This design comes from an exercise in tuning for small area, a short achievable clock period and few clock cycles per item on the open sky130 flow, not from production work. Function was checked by simulation only, so behaviour that the tests miss may differ from the original.

$ cat run.sh
#!/bin/bash
# synth_recipe.tcl (not shown) runs the flow's synth.tcl, then flattens the netlist and writes it again
# the make line also repeats each setting of config.mk as NAME=value (left out here)
make -C /OpenROAD-flow-scripts/flow DESIGN_CONFIG=/design/flow/config.mk WORK_HOME=/design/flow/orfs CLKGATE_MAP_FILE= SYNTH_SCRIPT=/design/flow/synth_recipe.tcl finish
$ cat design.v
module Mul_Accumulate (
    input             clk,
    input             first,       
    input      [31:0] init,        
    input      [11:0] sel,
    input      [31:0] data,
    output reg [31:0] Dout
);
    wire [31:0] p0, p1, p2, p3;
    wire [32:0] dx = {data, 1'b0};
    wire [3:0]  one = {sel[9], sel[6], sel[3], sel[0]};
    wire [3:0]  two = {sel[10], sel[7], sel[4], sel[1]};
    wire [3:0]  neg = {sel[11], sel[8], sel[5], sel[2]};
    genvar j;
    generate
        for (j = 0; j < 32; j = j + 1) begin : pp
            assign p0[j] = ((one[0] & dx[j+1]) | (two[0] & dx[j])) ^ neg[0];
            assign p1[j] = ((one[1] & dx[j+1]) | (two[1] & dx[j])) ^ neg[1];
            assign p2[j] = ((one[2] & dx[j+1]) | (two[2] & dx[j])) ^ neg[2];
            assign p3[j] = ((one[3] & dx[j+1]) | (two[3] & dx[j])) ^ neg[3];
        end
    endgenerate
    reg  [31:0] S, C;
    wire [31:0] a = first ? init : S;
    wire [31:0] b = first ? 32'd0 : C;
    wire s1 = a[4] ^ b[4];
    wire c2 = a[4] & b[4];
    wire s3 = a[5] ^ b[5] ^ p0[5];
    wire c4 = (a[5] & b[5]) | (a[5] & p0[5]) | (b[5] & p0[5]);
    wire s5 = a[6] ^ b[6] ^ p0[6];
    wire c6 = (a[6] & b[6]) | (a[6] & p0[6]) | (b[6] & p0[6]);
    wire s7 = p1[4] ^ p2[2];
    wire c8 = p1[4] & p2[2];
    wire s9 = a[7] ^ b[7] ^ p0[7];
    wire c10 = (a[7] & b[7]) | (a[7] & p0[7]) | (b[7] & p0[7]);
    wire s11 = p1[5] ^ p2[3] ^ p3[1];
    wire c12 = (p1[5] & p2[3]) | (p1[5] & p3[1]) | (p2[3] & p3[1]);
    wire s13 = a[8] ^ b[8] ^ p0[8];
    wire c14 = (a[8] & b[8]) | (a[8] & p0[8]) | (b[8] & p0[8]);
    wire s15 = p1[6] ^ p2[4] ^ p3[2];
    wire c16 = (p1[6] & p2[4]) | (p1[6] & p3[2]) | (p2[4] & p3[2]);
    wire s17 = a[9] ^ b[9] ^ p0[9];
    wire c18 = (a[9] & b[9]) | (a[9] & p0[9]) | (b[9] & p0[9]);
    wire s19 = p1[7] ^ p2[5] ^ p3[3];
    wire c20 = (p1[7] & p2[5]) | (p1[7] & p3[3]) | (p2[5] & p3[3]);
    wire s21 = a[10] ^ b[10] ^ p0[10];
    wire c22 = (a[10] & b[10]) | (a[10] & p0[10]) | (b[10] & p0[10]);
    wire s23 = p1[8] ^ p2[6] ^ p3[4];
    wire c24 = (p1[8] & p2[6]) | (p1[8] & p3[4]) | (p2[6] & p3[4]);
    wire s25 = a[11] ^ b[11] ^ p0[11];
    wire c26 = (a[11] & b[11]) | (a[11] & p0[11]) | (b[11] & p0[11]);
    wire s27 = p1[9] ^ p2[7] ^ p3[5];
    wire c28 = (p1[9] & p2[7]) | (p1[9] & p3[5]) | (p2[7] & p3[5]);
    wire s29 = a[12] ^ b[12] ^ p0[12];
    wire c30 = (a[12] & b[12]) | (a[12] & p0[12]) | (b[12] & p0[12]);
    wire s31 = p1[10] ^ p2[8] ^ p3[6];
    wire c32 = (p1[10] & p2[8]) | (p1[10] & p3[6]) | (p2[8] & p3[6]);
    wire s33 = a[13] ^ b[13] ^ p0[13];
    wire c34 = (a[13] & b[13]) | (a[13] & p0[13]) | (b[13] & p0[13]);
    wire s35 = p1[11] ^ p2[9] ^ p3[7];
    wire c36 = (p1[11] & p2[9]) | (p1[11] & p3[7]) | (p2[9] & p3[7]);
    wire s37 = a[14] ^ b[14] ^ p0[14];
    wire c38 = (a[14] & b[14]) | (a[14] & p0[14]) | (b[14] & p0[14]);
    wire s39 = p1[12] ^ p2[10] ^ p3[8];
    wire c40 = (p1[12] & p2[10]) | (p1[12] & p3[8]) | (p2[10] & p3[8]);
    wire s41 = a[15] ^ b[15] ^ p0[15];
    wire c42 = (a[15] & b[15]) | (a[15] & p0[15]) | (b[15] & p0[15]);
    wire s43 = p1[13] ^ p2[11] ^ p3[9];
    wire c44 = (p1[13] & p2[11]) | (p1[13] & p3[9]) | (p2[11] & p3[9]);
    wire s45 = a[16] ^ b[16] ^ p0[16];
    wire c46 = (a[16] & b[16]) | (a[16] & p0[16]) | (b[16] & p0[16]);
    wire s47 = p1[14] ^ p2[12] ^ p3[10];
    wire c48 = (p1[14] & p2[12]) | (p1[14] & p3[10]) | (p2[12] & p3[10]);
    wire s49 = a[17] ^ b[17] ^ p0[17];
    wire c50 = (a[17] & b[17]) | (a[17] & p0[17]) | (b[17] & p0[17]);
    wire s51 = p1[15] ^ p2[13] ^ p3[11];
    wire c52 = (p1[15] & p2[13]) | (p1[15] & p3[11]) | (p2[13] & p3[11]);
    wire s53 = a[18] ^ b[18] ^ p0[18];
    wire c54 = (a[18] & b[18]) | (a[18] & p0[18]) | (b[18] & p0[18]);
    wire s55 = p1[16] ^ p2[14] ^ p3[12];
    wire c56 = (p1[16] & p2[14]) | (p1[16] & p3[12]) | (p2[14] & p3[12]);
    wire s57 = a[19] ^ b[19] ^ p0[19];
    wire c58 = (a[19] & b[19]) | (a[19] & p0[19]) | (b[19] & p0[19]);
    wire s59 = p1[17] ^ p2[15] ^ p3[13];
    wire c60 = (p1[17] & p2[15]) | (p1[17] & p3[13]) | (p2[15] & p3[13]);
    wire s61 = a[20] ^ b[20] ^ p0[20];
    wire c62 = (a[20] & b[20]) | (a[20] & p0[20]) | (b[20] & p0[20]);
    wire s63 = p1[18] ^ p2[16] ^ p3[14];
    wire c64 = (p1[18] & p2[16]) | (p1[18] & p3[14]) | (p2[16] & p3[14]);
    wire s65 = a[21] ^ b[21] ^ p0[21];
    wire c66 = (a[21] & b[21]) | (a[21] & p0[21]) | (b[21] & p0[21]);
    wire s67 = p1[19] ^ p2[17] ^ p3[15];
    wire c68 = (p1[19] & p2[17]) | (p1[19] & p3[15]) | (p2[17] & p3[15]);
    wire s69 = a[22] ^ b[22] ^ p0[22];
    wire c70 = (a[22] & b[22]) | (a[22] & p0[22]) | (b[22] & p0[22]);
    wire s71 = p1[20] ^ p2[18] ^ p3[16];
    wire c72 = (p1[20] & p2[18]) | (p1[20] & p3[16]) | (p2[18] & p3[16]);
    wire s73 = a[23] ^ b[23] ^ p0[23];
    wire c74 = (a[23] & b[23]) | (a[23] & p0[23]) | (b[23] & p0[23]);
    wire s75 = p1[21] ^ p2[19] ^ p3[17];
    wire c76 = (p1[21] & p2[19]) | (p1[21] & p3[17]) | (p2[19] & p3[17]);
    wire s77 = a[24] ^ b[24] ^ p0[24];
    wire c78 = (a[24] & b[24]) | (a[24] & p0[24]) | (b[24] & p0[24]);
    wire s79 = p1[22] ^ p2[20] ^ p3[18];
    wire c80 = (p1[22] & p2[20]) | (p1[22] & p3[18]) | (p2[20] & p3[18]);
    wire s81 = a[25] ^ b[25] ^ p0[25];
    wire c82 = (a[25] & b[25]) | (a[25] & p0[25]) | (b[25] & p0[25]);
    wire s83 = p1[23] ^ p2[21] ^ p3[19];
    wire c84 = (p1[23] & p2[21]) | (p1[23] & p3[19]) | (p2[21] & p3[19]);
    wire s85 = a[26] ^ b[26] ^ p0[26];
    wire c86 = (a[26] & b[26]) | (a[26] & p0[26]) | (b[26] & p0[26]);
    wire s87 = p1[24] ^ p2[22] ^ p3[20];
    wire c88 = (p1[24] & p2[22]) | (p1[24] & p3[20]) | (p2[22] & p3[20]);
    wire s89 = a[27] ^ b[27] ^ p0[27];
    wire c90 = (a[27] & b[27]) | (a[27] & p0[27]) | (b[27] & p0[27]);
    wire s91 = p1[25] ^ p2[23] ^ p3[21];
    wire c92 = (p1[25] & p2[23]) | (p1[25] & p3[21]) | (p2[23] & p3[21]);
    wire s93 = a[28] ^ b[28] ^ p0[28];
    wire c94 = (a[28] & b[28]) | (a[28] & p0[28]) | (b[28] & p0[28]);
    wire s95 = p1[26] ^ p2[24] ^ p3[22];
    wire c96 = (p1[26] & p2[24]) | (p1[26] & p3[22]) | (p2[24] & p3[22]);
    wire s97 = a[29] ^ b[29] ^ p0[29];
    wire c98 = (a[29] & b[29]) | (a[29] & p0[29]) | (b[29] & p0[29]);
    wire s99 = p1[27] ^ p2[25] ^ p3[23];
    wire c100 = (p1[27] & p2[25]) | (p1[27] & p3[23]) | (p2[25] & p3[23]);
    wire s101 = a[30] ^ b[30] ^ p0[30];
    wire c102 = (a[30] & b[30]) | (a[30] & p0[30]) | (b[30] & p0[30]);
    wire s103 = p1[28] ^ p2[26] ^ p3[24];
    wire c104 = (p1[28] & p2[26]) | (p1[28] & p3[24]) | (p2[26] & p3[24]);
    wire s105 = a[31] ^ b[31] ^ p0[31];
    wire s107 = p1[29] ^ p2[27] ^ p3[25];
    wire s109 = a[2] ^ b[2];
    wire c110 = a[2] & b[2];
    wire s111 = a[3] ^ b[3] ^ p0[3];
    wire c112 = (a[3] & b[3]) | (a[3] & p0[3]) | (b[3] & p0[3]);
    wire s113 = p0[4] ^ p1[2] ^ p2[0];
    wire c114 = (p0[4] & p1[2]) | (p0[4] & p2[0]) | (p1[2] & p2[0]);
    wire s115 = p1[3] ^ p2[1] ^ c2;
    wire c116 = (p1[3] & p2[1]) | (p1[3] & c2) | (p2[1] & c2);
    wire s117 = p3[0] ^ c4 ^ s5;
    wire c118 = (p3[0] & c4) | (p3[0] & s5) | (c4 & s5);
    wire s119 = c6 ^ c8 ^ s9;
    wire c120 = (c6 & c8) | (c6 & s9) | (c8 & s9);
    wire s121 = c10 ^ c12 ^ s13;
    wire c122 = (c10 & c12) | (c10 & s13) | (c12 & s13);
    wire s123 = c14 ^ c16 ^ s17;
    wire c124 = (c14 & c16) | (c14 & s17) | (c16 & s17);
    wire s125 = c18 ^ c20 ^ s21;
    wire c126 = (c18 & c20) | (c18 & s21) | (c20 & s21);
    wire s127 = c22 ^ c24 ^ s25;
    wire c128 = (c22 & c24) | (c22 & s25) | (c24 & s25);
    wire s129 = c26 ^ c28 ^ s29;
    wire c130 = (c26 & c28) | (c26 & s29) | (c28 & s29);
    wire s131 = c30 ^ c32 ^ s33;
    wire c132 = (c30 & c32) | (c30 & s33) | (c32 & s33);
    wire s133 = c34 ^ c36 ^ s37;
    wire c134 = (c34 & c36) | (c34 & s37) | (c36 & s37);
    wire s135 = c38 ^ c40 ^ s41;
    wire c136 = (c38 & c40) | (c38 & s41) | (c40 & s41);
    wire s137 = c42 ^ c44 ^ s45;
    wire c138 = (c42 & c44) | (c42 & s45) | (c44 & s45);
    wire s139 = c46 ^ c48 ^ s49;
    wire c140 = (c46 & c48) | (c46 & s49) | (c48 & s49);
    wire s141 = c50 ^ c52 ^ s53;
    wire c142 = (c50 & c52) | (c50 & s53) | (c52 & s53);
    wire s143 = c54 ^ c56 ^ s57;
    wire c144 = (c54 & c56) | (c54 & s57) | (c56 & s57);
    wire s145 = c58 ^ c60 ^ s61;
    wire c146 = (c58 & c60) | (c58 & s61) | (c60 & s61);
    wire s147 = c62 ^ c64 ^ s65;
    wire c148 = (c62 & c64) | (c62 & s65) | (c64 & s65);
    wire s149 = c66 ^ c68 ^ s69;
    wire c150 = (c66 & c68) | (c66 & s69) | (c68 & s69);
    wire s151 = c70 ^ c72 ^ s73;
    wire c152 = (c70 & c72) | (c70 & s73) | (c72 & s73);
    wire s153 = c74 ^ c76 ^ s77;
    wire c154 = (c74 & c76) | (c74 & s77) | (c76 & s77);
    wire s155 = c78 ^ c80 ^ s81;
    wire c156 = (c78 & c80) | (c78 & s81) | (c80 & s81);
    wire s157 = c82 ^ c84 ^ s85;
    wire c158 = (c82 & c84) | (c82 & s85) | (c84 & s85);
    wire s159 = c86 ^ c88 ^ s89;
    wire c160 = (c86 & c88) | (c86 & s89) | (c88 & s89);
    wire s161 = c90 ^ c92 ^ s93;
    wire c162 = (c90 & c92) | (c90 & s93) | (c92 & s93);
    wire s163 = c94 ^ c96 ^ s97;
    wire c164 = (c94 & c96) | (c94 & s97) | (c96 & s97);
    wire s165 = c98 ^ c100 ^ s101;
    wire c166 = (c98 & c100) | (c98 & s101) | (c100 & s101);
    wire s167 = c102 ^ c104 ^ s105;
    wire s169 = a[0] ^ b[0];
    wire c170 = a[0] & b[0];
    wire s171 = a[1] ^ b[1] ^ p0[1];
    wire c172 = (a[1] & b[1]) | (a[1] & p0[1]) | (b[1] & p0[1]);
    wire s173 = p0[2] ^ p1[0] ^ s109;
    wire c174 = (p0[2] & p1[0]) | (p0[2] & s109) | (p1[0] & s109);
    wire s175 = p1[1] ^ c110 ^ s111;
    wire c176 = (p1[1] & c110) | (p1[1] & s111) | (c110 & s111);
    wire s177 = s1 ^ c112 ^ s113;
    wire c178 = (s1 & c112) | (s1 & s113) | (c112 & s113);
    wire s179 = s3 ^ c114 ^ s115;
    wire c180 = (s3 & c114) | (s3 & s115) | (c114 & s115);
    wire s181 = s7 ^ c116 ^ s117;
    wire c182 = (s7 & c116) | (s7 & s117) | (c116 & s117);
    wire s183 = s11 ^ c118 ^ s119;
    wire c184 = (s11 & c118) | (s11 & s119) | (c118 & s119);
    wire s185 = s15 ^ c120 ^ s121;
    wire c186 = (s15 & c120) | (s15 & s121) | (c120 & s121);
    wire s187 = s19 ^ c122 ^ s123;
    wire c188 = (s19 & c122) | (s19 & s123) | (c122 & s123);
    wire s189 = s23 ^ c124 ^ s125;
    wire c190 = (s23 & c124) | (s23 & s125) | (c124 & s125);
    wire s191 = s27 ^ c126 ^ s127;
    wire c192 = (s27 & c126) | (s27 & s127) | (c126 & s127);
    wire s193 = s31 ^ c128 ^ s129;
    wire c194 = (s31 & c128) | (s31 & s129) | (c128 & s129);
    wire s195 = s35 ^ c130 ^ s131;
    wire c196 = (s35 & c130) | (s35 & s131) | (c130 & s131);
    wire s197 = s39 ^ c132 ^ s133;
    wire c198 = (s39 & c132) | (s39 & s133) | (c132 & s133);
    wire s199 = s43 ^ c134 ^ s135;
    wire c200 = (s43 & c134) | (s43 & s135) | (c134 & s135);
    wire s201 = s47 ^ c136 ^ s137;
    wire c202 = (s47 & c136) | (s47 & s137) | (c136 & s137);
    wire s203 = s51 ^ c138 ^ s139;
    wire c204 = (s51 & c138) | (s51 & s139) | (c138 & s139);
    wire s205 = s55 ^ c140 ^ s141;
    wire c206 = (s55 & c140) | (s55 & s141) | (c140 & s141);
    wire s207 = s59 ^ c142 ^ s143;
    wire c208 = (s59 & c142) | (s59 & s143) | (c142 & s143);
    wire s209 = s63 ^ c144 ^ s145;
    wire c210 = (s63 & c144) | (s63 & s145) | (c144 & s145);
    wire s211 = s67 ^ c146 ^ s147;
    wire c212 = (s67 & c146) | (s67 & s147) | (c146 & s147);
    wire s213 = s71 ^ c148 ^ s149;
    wire c214 = (s71 & c148) | (s71 & s149) | (c148 & s149);
    wire s215 = s75 ^ c150 ^ s151;
    wire c216 = (s75 & c150) | (s75 & s151) | (c150 & s151);
    wire s217 = s79 ^ c152 ^ s153;
    wire c218 = (s79 & c152) | (s79 & s153) | (c152 & s153);
    wire s219 = s83 ^ c154 ^ s155;
    wire c220 = (s83 & c154) | (s83 & s155) | (c154 & s155);
    wire s221 = s87 ^ c156 ^ s157;
    wire c222 = (s87 & c156) | (s87 & s157) | (c156 & s157);
    wire s223 = s91 ^ c158 ^ s159;
    wire c224 = (s91 & c158) | (s91 & s159) | (c158 & s159);
    wire s225 = s95 ^ c160 ^ s161;
    wire c226 = (s95 & c160) | (s95 & s161) | (c160 & s161);
    wire s227 = s99 ^ c162 ^ s163;
    wire c228 = (s99 & c162) | (s99 & s163) | (c162 & s163);
    wire s229 = s103 ^ c164 ^ s165;
    wire c230 = (s103 & c164) | (s103 & s165) | (c164 & s165);
    wire s231 = s107 ^ c166 ^ s167;
    always @(posedge clk) begin
        S    <= {c230, c228, c226, c224, c222, c220, c218, c216, c214, c212, c210, c208, c206, c204, c202, c200, c198, c196, c194, c192, c190, c188, c186, c184, c182, c180, c178, c176, c174, c172, c170, p0[0]};
        C    <= {s231, s229, s227, s225, s223, s221, s219, s217, s215, s213, s211, s209, s207, s205, s203, s201, s199, s197, s195, s193, s191, s189, s187, s185, s183, s181, s179, s177, s175, s173, s171, s169};
        Dout <= S + C;
    end
endmodule
module Weight_ROM #(
    parameter N = 16
)(
    input      [5:0]      addr,
    output reg [12*N-1:0] sel,
    output     [32*N-1:0] init
);
    always @(*) begin
        case (addr)
            6'd0: sel = 192'h00002800002d02d00000000600e00500d005029001001000;
            6'd1: sel = 192'h001006005005006000029000000005000000029001006001;
            6'd2: sel = 192'h00603102d00500503114900004e00907007002e000006000;
            6'd3: sel = 192'h02902800000e00102802802900515600500503000602e02e;
            6'd4: sel = 192'h00102900602800600600000000e000000006029006000000;
            6'd5: sel = 192'h00000e00500000d02800600000100e00000000d006006000;
            6'd6: sel = 192'h00100000000000002902900600e02d15502e006029031000;
            6'd7: sel = 192'h00500001600803100007100502d01504600e029009015000;
            6'd8: sel = 192'h001000a56a05a4e16d1960290280080b004900d148140168;
            6'd9: sel = 192'h00002800600000000100600500e00600500e000001005001;
            6'd10: sel = 192'h00100117115507001602800002d00502d181a1618d169000;
            6'd11: sel = 192'h02800600100d00002900100800600800015502e028005028;
            6'd12: sel = 192'h029029031005000029031145029001016069070009029028;
            6'd13: sel = 192'h00514816914e14914503100014e14605537004e04002d000;
            6'd14: sel = 192'h02900000d00800e00000d00000000800002802e001000000;
            6'd15: sel = 192'h00602901602800002800500000500d029ab1a2918000000e;
            6'd16: sel = 192'h000171a68aad03100001500100806e04504801616e18e155;
            6'd17: sel = 192'h01614da41b40ab1a2903006e07006d34034036804d00e00d;
            6'd18: sel = 192'h070015a0ea4500d380071005156140168a46b46a6d14e005;
            6'd19: sel = 192'h02d01604006900100000100901506e02e16d16e00000d005;
            6'd20: sel = 192'h00ea09a4000000100e0000700460b006e04601614da86a86;
            6'd21: sel = 192'h009029196a8500816ea4800014016e04104d04500e149001;
            6'd22: sel = 192'h00600504e04906902800500d070070071071030071000009;
            6'd23: sel = 192'h00514d07016d14906e00500500002e145b4eb46a2d028005;
            6'd24: sel = 192'h169188aa9148005070045148016040040069141189aad005;
            6'd25: sel = 192'h08604906804504514601605501506e0550ad04904d14e14d;
            6'd26: sel = 192'h00100616819606d040028001028031148b5518e148006001;
            6'd27: sel = 192'h02905534d3453800b101601506906d145aa917102906e016;
            6'd28: sel = 192'h18919500604000900100800004604906906900914116e030;
            6'd29: sel = 192'h0b006e028001006188a6e00ea5615500d01506d00803100e;
            6'd30: sel = 192'h06d00d0853410ae04600900902e02d00800d008048016016;
            6'd31: sel = 192'h00103000503000505502902d00d005170b46b5614100002d;
            6'd32: sel = 192'h16914902e14e00601615616806d06e02e145070071015056;
            6'd33: sel = 192'h38804e07104106904836e06800e00807106e071030170145;
            6'd34: sel = 192'h008000031000068006195006000000028a4802e15600e006;
            6'd35: sel = 192'h00639520935637106800e15507004802d0160b0086015016;
            6'd36: sel = 192'h14e00107107000900901614d07004006e00d02e000071046;
            6'd37: sel = 192'h38801602d006005028070031a4814d00906d00d15518902e;
            6'd38: sel = 192'h0301480000a804914e06d00500d00e0700b137134e008008;
            6'd39: sel = 192'h00000014614814d02e03000100e031a4ea55189028006001;
            6'd40: sel = 192'h049048009169170195a6815614817019500007100904e048;
            6'd41: sel = 192'h04506e01606904604604d148170169000069070008005028;
            6'd42: sel = 192'h07001502915602d14016d00000000614502e02814d170001;
            6'd43: sel = 192'h03100d34534e38906814915600804d195a16aad009015069;
            6'd44: sel = 192'h04e055069016016070028aa916d03014802801604e046085;
            6'd45: sel = 192'h03002e02800d00007105502d03000e07004600d16ea09029;
            6'd46: sel = 192'h16d19617104e00007003014907101504005614114814900e;
            6'd47: sel = 192'h00104e16eaada40a5602d00000002e169141149030031005;
            6'd48: sel = 192'h04106914e196a86a48a7002e14518902d04600d041048001;
            6'd49: sel = 192'h02902902807001506e00514103002d00001500d008005031;
            6'd50: sel = 192'h04104d028a4918014101600503102e028071170195a40000;
            6'd51: sel = 192'h02802e07100900000015602d00d00002d17100602900906e;
            6'd52: sel = 192'h040068001016008029a8618918d14e149005009046056016;
            6'd53: sel = 192'h17014800000006d0b008502d028016071016000170a70029;
            6'd54: sel = 192'h16d14603100d02900d14d02802800d06e00e14d18014900e;
            6'd55: sel = 192'h02939500d171a6e19600000602914902d18803014002d029;
            6'd56: sel = 192'h07004901602d14e18d03015515514d00506e0ad0b007000e;
            6'd57: sel = 192'h14000e00500d07107000100615503100801607106800e02e;
            6'd58: sel = 192'h0b00a8008a8614500800900002d02e04601618018e156000;
            6'd59: sel = 192'h02d02e00100602900502900000600d00103002e028001005;
            6'd60: sel = 192'h00e04600104806e02904106e03014514801504805507106d;
            6'd61: sel = 192'h00600e00e1550000b10400000090090400b0030a01188000;
            6'd62: sel = 192'h00002d15502d02d029028005155028009000148146000000;
            6'd63: sel = 192'h000055070005196028000028000005156a8515618900002d;
            default: sel = 192'h0;
        endcase
    end
    assign init[31:0] = 32'h000000e3;
    assign init[63:32] = 32'h00000288;
    assign init[95:64] = 32'h0000027b;
    assign init[127:96] = 32'h0000032a;
    assign init[159:128] = 32'h000003c1;
    assign init[191:160] = 32'h000001ad;
    assign init[223:192] = 32'h00000152;
    assign init[255:224] = 32'h000001ad;
    assign init[287:256] = 32'h0000015d;
    assign init[319:288] = 32'h00000250;
    assign init[351:320] = 32'h0000020a;
    assign init[383:352] = 32'h0000025d;
    assign init[415:384] = 32'h00000373;
    assign init[447:416] = 32'h000002b0;
    assign init[479:448] = 32'h00000181;
    assign init[511:480] = 32'h00000114;
endmodule
module Full_Connect (
    input              aclk,
    input              aresetn,
    input              s_valid,
    input  [31:0]      s_data,
    output             s_ready,
    output             m_valid,
    output [16*32-1:0] m_data
);
    localparam N = 16;
    reg         busy;        
    reg  [5:0]  cnt;         
    reg         l1, l2, l3;  
    reg         f1;          
    reg  [31:0] x1;
    reg  [12*N-1:0] sel1;
    wire [12*N-1:0] sel;
    wire [32*N-1:0] init;
    wire take = busy | s_valid;
    assign s_ready = !busy;
    always @(posedge aclk or negedge aresetn) begin
        if (!aresetn) begin
            busy <= 1'b0;
            cnt  <= 6'd0;
            l1   <= 1'b0;
            l2   <= 1'b0;
            l3   <= 1'b0;
        end
        else begin
            if (take) begin
                cnt  <= cnt + 6'd1;
                busy <= (cnt != 6'd63);
            end
            l1 <= take & (cnt == 6'd63);
            l2 <= l1;
            l3 <= l2;
        end
    end
    Weight_ROM #(.N(N)) Weight_ROM (
        .addr(cnt),
        .sel(sel),
        .init(init)
    );
    always @(posedge aclk) begin
        x1   <= s_data;
        sel1 <= sel;
        f1   <= (cnt == 6'd0);
    end
    genvar i;
    generate
        for (i = 0; i < N; i = i + 1) begin : neuron
            Mul_Accumulate Mul_Accumulate (
                .clk(aclk),
                .first(f1),
                .init(init[32*i+31:32*i]),
                .sel(sel1[12*i+11:12*i]),
                .data(x1),
                .Dout(m_data[32*i+31:32*i])
            );
        end
    endgenerate
    assign m_valid = l3;
endmodule
$ cat config.mk
export PLATFORM = sky130hd
export DESIGN_NAME = Full_Connect
export DESIGN_NICKNAME = Full_Connect
export VERILOG_FILES = /design/flow/design.v
export SDC_FILE = /design/flow/constraint.sdc
export NUM_CORES = 4
export LEC_CHECK = 0
export CAP_MARGIN = 20
export CORE_MARGIN = 2
export CORE_UTILIZATION = 40
export SETUP_SLACK_MARGIN = 5.0
export SLEW_MARGIN = 20
export SYNTH_MEMORY_MAX_BITS = 16384
$ cat constraint.sdc
create_clock -name core_clock -period 8.0 [get_ports {aclk}]
set_input_delay 1.6000 -clock core_clock [delete_from_list [all_inputs] [get_ports {aclk}]]
set_output_delay 1.6000 -clock core_clock [all_outputs]
set_load 0.01 [all_outputs]
==> notes.md <==
largest net degree at the start of global routing=139; Yosys reg bits=1,747; number of synthesized flops with an enable pin=0; initial core utilization=40.19%; Synth-to-Final Area Change=19.35%; R2R setup slack=4.86 ns; final core occ=47.97%; skew final=0.09397 ns; ys async rst share=0.5724%; CTS Buf Count=223; worst reg2reg path startpoint=cnt[2]; Max-Cap Viols=0; vias in the first global route=119.9k; initial antenna violation count=52; Max FO, Critical Path=2; RSZ-0062 raised after global routing=true; Final setup viols=0; Post-Syn Area=145,600 um^2; Placement Setup Slack=3.684 ns; DRC viols=0; CTS Root Buffer Type=clkbuf_16; Post-Syn Area per Cell=9.466 um^2; drt pass-1 iters=9; CP max stage cell=dfrtp_1; Final Wtd Congestion=1.067; clock-pin slew on the worst setup and hold paths=0.06 ns; first-pass GRT wire length=840.8 mm; Synth cell types=90; HP Class=reg2reg; vias per cell=5.810; final worst slack=4.723 ns; f_max=305.2 MHz; die footprint=368,800 um^2; Routed Wire Length=613.5 mm; GRT Overall Usage=30.58%; die span in y=607.3 um; clk sinks=1,747; worst path cell trace=inv_2 -> buf_6; TritonCTS clock tree=yes; Ports=549; crit path launch=busy; Most used DFF post-synth=dfxtp_1; DR WL/cell=29.77 um; core area=362,200 um^2; Reg2Reg Depth=8; Setup crit end=s_ready; Synth top area share=23.89%; status=no timing/DRC/antenna violations; DRT iter0 DRCs=12.97k; Final Hold Viols=0; nature of the critical path startpoint=flop; setup TNS=0 ns; routed via count=119.7k; yosys warns=3; reg-to-reg critical path endpoint=sel1[100]; Clock Latency Late Sink=0.99 ns; Worst path max stage delay=0.41 ns; half-perimeter wire length after placement=354.6 mm; # port buffers=548; slew margin rel.=20.99%; share of layout cells above drive strength 1=16.73%; H-tree levels=4; Antenna Nets Post-Route=0; Setup Crit Path Kind=reg2out; Slew @ Worst Pin=1.185 ns; sequential area share after synthesis=24.06%; CP Capture Type=primary output; critical path arrival=1.68 ns; crit share post-route=40.96%; Cells after Synth=15.38k; DIE WIDTH=607.3 um; # nets final=17.96k; post-synth top area cell=dfxtp_1; Final Max Slew Viols=0; critical path required time=6.40 ns; clock buffer depth=4; Site Rows=221; GR Overflow Total=0; Synth Net Count=17.74k; Tmin final=3.277 ns; Synth area leaders=dfxtp_1 (24%), fa_1 (24%), xnor2_1 (9.6%)
[worst min path at each step]
stage / endpoint / start / cells after the start
floorplan: l2 / l1 / 0
finish: l3 / l2 / 0
detailed placement: l3 / l2 / 0
CTS: l3 / l2 / 0
global placement: l3 / l2 / 0
global route: l3 / l2 / 0
[routing by layer]
| metal | share of wire [%] | global-route usage (%) |
|---|---|---|
| met5 | 0.024 | 0 |
| met4 | 7.0 | 16.25 |
| met3 | 10 | 6.238 |
| met2 | 44 | 47.06 |
| met1 | 39 | 40.40 |
[critical path, delay by kind of cell (launching register included)]
family                 cells  cell delay [ns]
buffers and inverters      2             0.28
DFF                        1             0.41
[area by class of cell]
class	instances	area, um^2
repair buffers	1223	14600
flip-flops and latches	1747	35740
clock inverters	133	1803
clock buffers	283	6087
fillers	33780	188500
diodes	29	72.57
well taps	4794	5998
multi-input cells	10880	103700
inverters	1521	5715
[repair_timing]
action | CTS | global route
resized for setup | 2952 | 769
cloned | 40 | 62
setup endpoints to repair | 1707 | 1049
hold endpoints to repair | 0 | 0
setup buffers | 186 | 107
pin swaps | 81 | 271
hold buffers | 0 | 0
[registers in the layout, summed over array words and instances (netlist names)]
name / count
neuron.Mul_Accumulate.C: 512
neuron.Mul_Accumulate.Dout: 512
neuron.Mul_Accumulate.S: 512
sel1: 168
x1: 32
cnt: 6
busy: 1
f1: 1
l1: 1
l2: 1
l3: 1
[cells by family (layout without fill, tap and decap cells)]
family                     count (synthesis)  count (layout)  share of synthesized area [%]
xor gates and xnor gates                2271            2271                          13.67
muxes                                     25              25                         0.2449
buffers and inverters                   2755            3160                          7.104
AOI/OAI and AO/OA                       3454            3454                          16.13
adders and majority gates               2329            2329                          28.88
DFF                                     1747            1747                          24.06
other                                      0              29                              0
and+or+nand+nor                         2798            2798                          9.909
[through the flow]
step	instances	hold WS (ns)	cell area, um^2
floorplan	15380	0.3312	145600
CTS	20410	0.3537	167700
global placement	19760	0.3395	155000
finish	20610	0.3529	173800
detailed placement	19770	0.3410	155000
global route	20580	0.3582	173700
[cell usage after synthesis (17+ instances only)]
cell type / count
o221ai_1: 24
a31o_2: 18
and3_1: 60
nand2_1: 726
xnor2_1: 1595
and2_1: 48
a311oi_1: 30
nor2_1: 418
xor2_1: 675
buf_1: 235
nand2b_1: 823
nand3_1: 111
dfxtp_1: 1737
a31oi_1: 87
nor3_1: 109
a21oi_1: 664
nand4_1: 57
a21o_1: 239
a211oi_1: 90
ha_1: 610
clkbuf_1: 998
o211ai_1: 56
o21ai_1: 67
o21a_1: 52
nor2b_1: 315
or3_1: 22
a22oi_1: 1411
or2_2: 61
inv_1: 1516
fa_1: 1719
o21bai_1: 79
a221o_1: 17
o21ai_0: 377
o22ai_1: 25
o31ai_1: 32
[layout by cell type, fill, tap and decap left out, types with 356 or more instances in the layout]
master    Yosys  final
o21ai_0     377    356
nand2b_1    823    795
nand2_1     726    704
xor2_1      675    650
xnor2_1    1595   1539
ha_1        610    569
a22oi_1    1411   1327
inv_1      1516   1508
dfxtp_2       0    360
dfxtp_1    1737   1309
nor2_1      418    390
fa_1       1719   1704
a21oi_1     664    604
Testbench counts, summed over its fixed seeds: cycles 24,600, items 384.

-- what the ideal ports hide --
The results above use ideal ports. As a check the final layout listed here was re-extracted and re-timed, cells and wires unchanged. Step 1 sets driving cells, clkbuf_16 on the clock port and buf_2 on the other inputs (assumed; they add their load-dependent delay and slew). Step 2 also shifts input and output timing later by t, the mid clock arrival at the registers, as if the neighbouring blocks saw the same clock. a / b / c = no drivers / after step 1 / after step 2; a / b = the first two.
shift t [ns]: 1.067
slack for setup (ns): 4.723 / 4.601 / 4.649
hold WS [ns]: 0.353 / 0.353 / 0.353
latest minus earliest clock arrival (ns): 0.105 / 0.105
cell pins on the clock port's net: 1
After both steps this run still meets setup and hold. For this run, drivers alone change the setup slack by -0.122 ns; drivers and shift together by -0.074 ns.
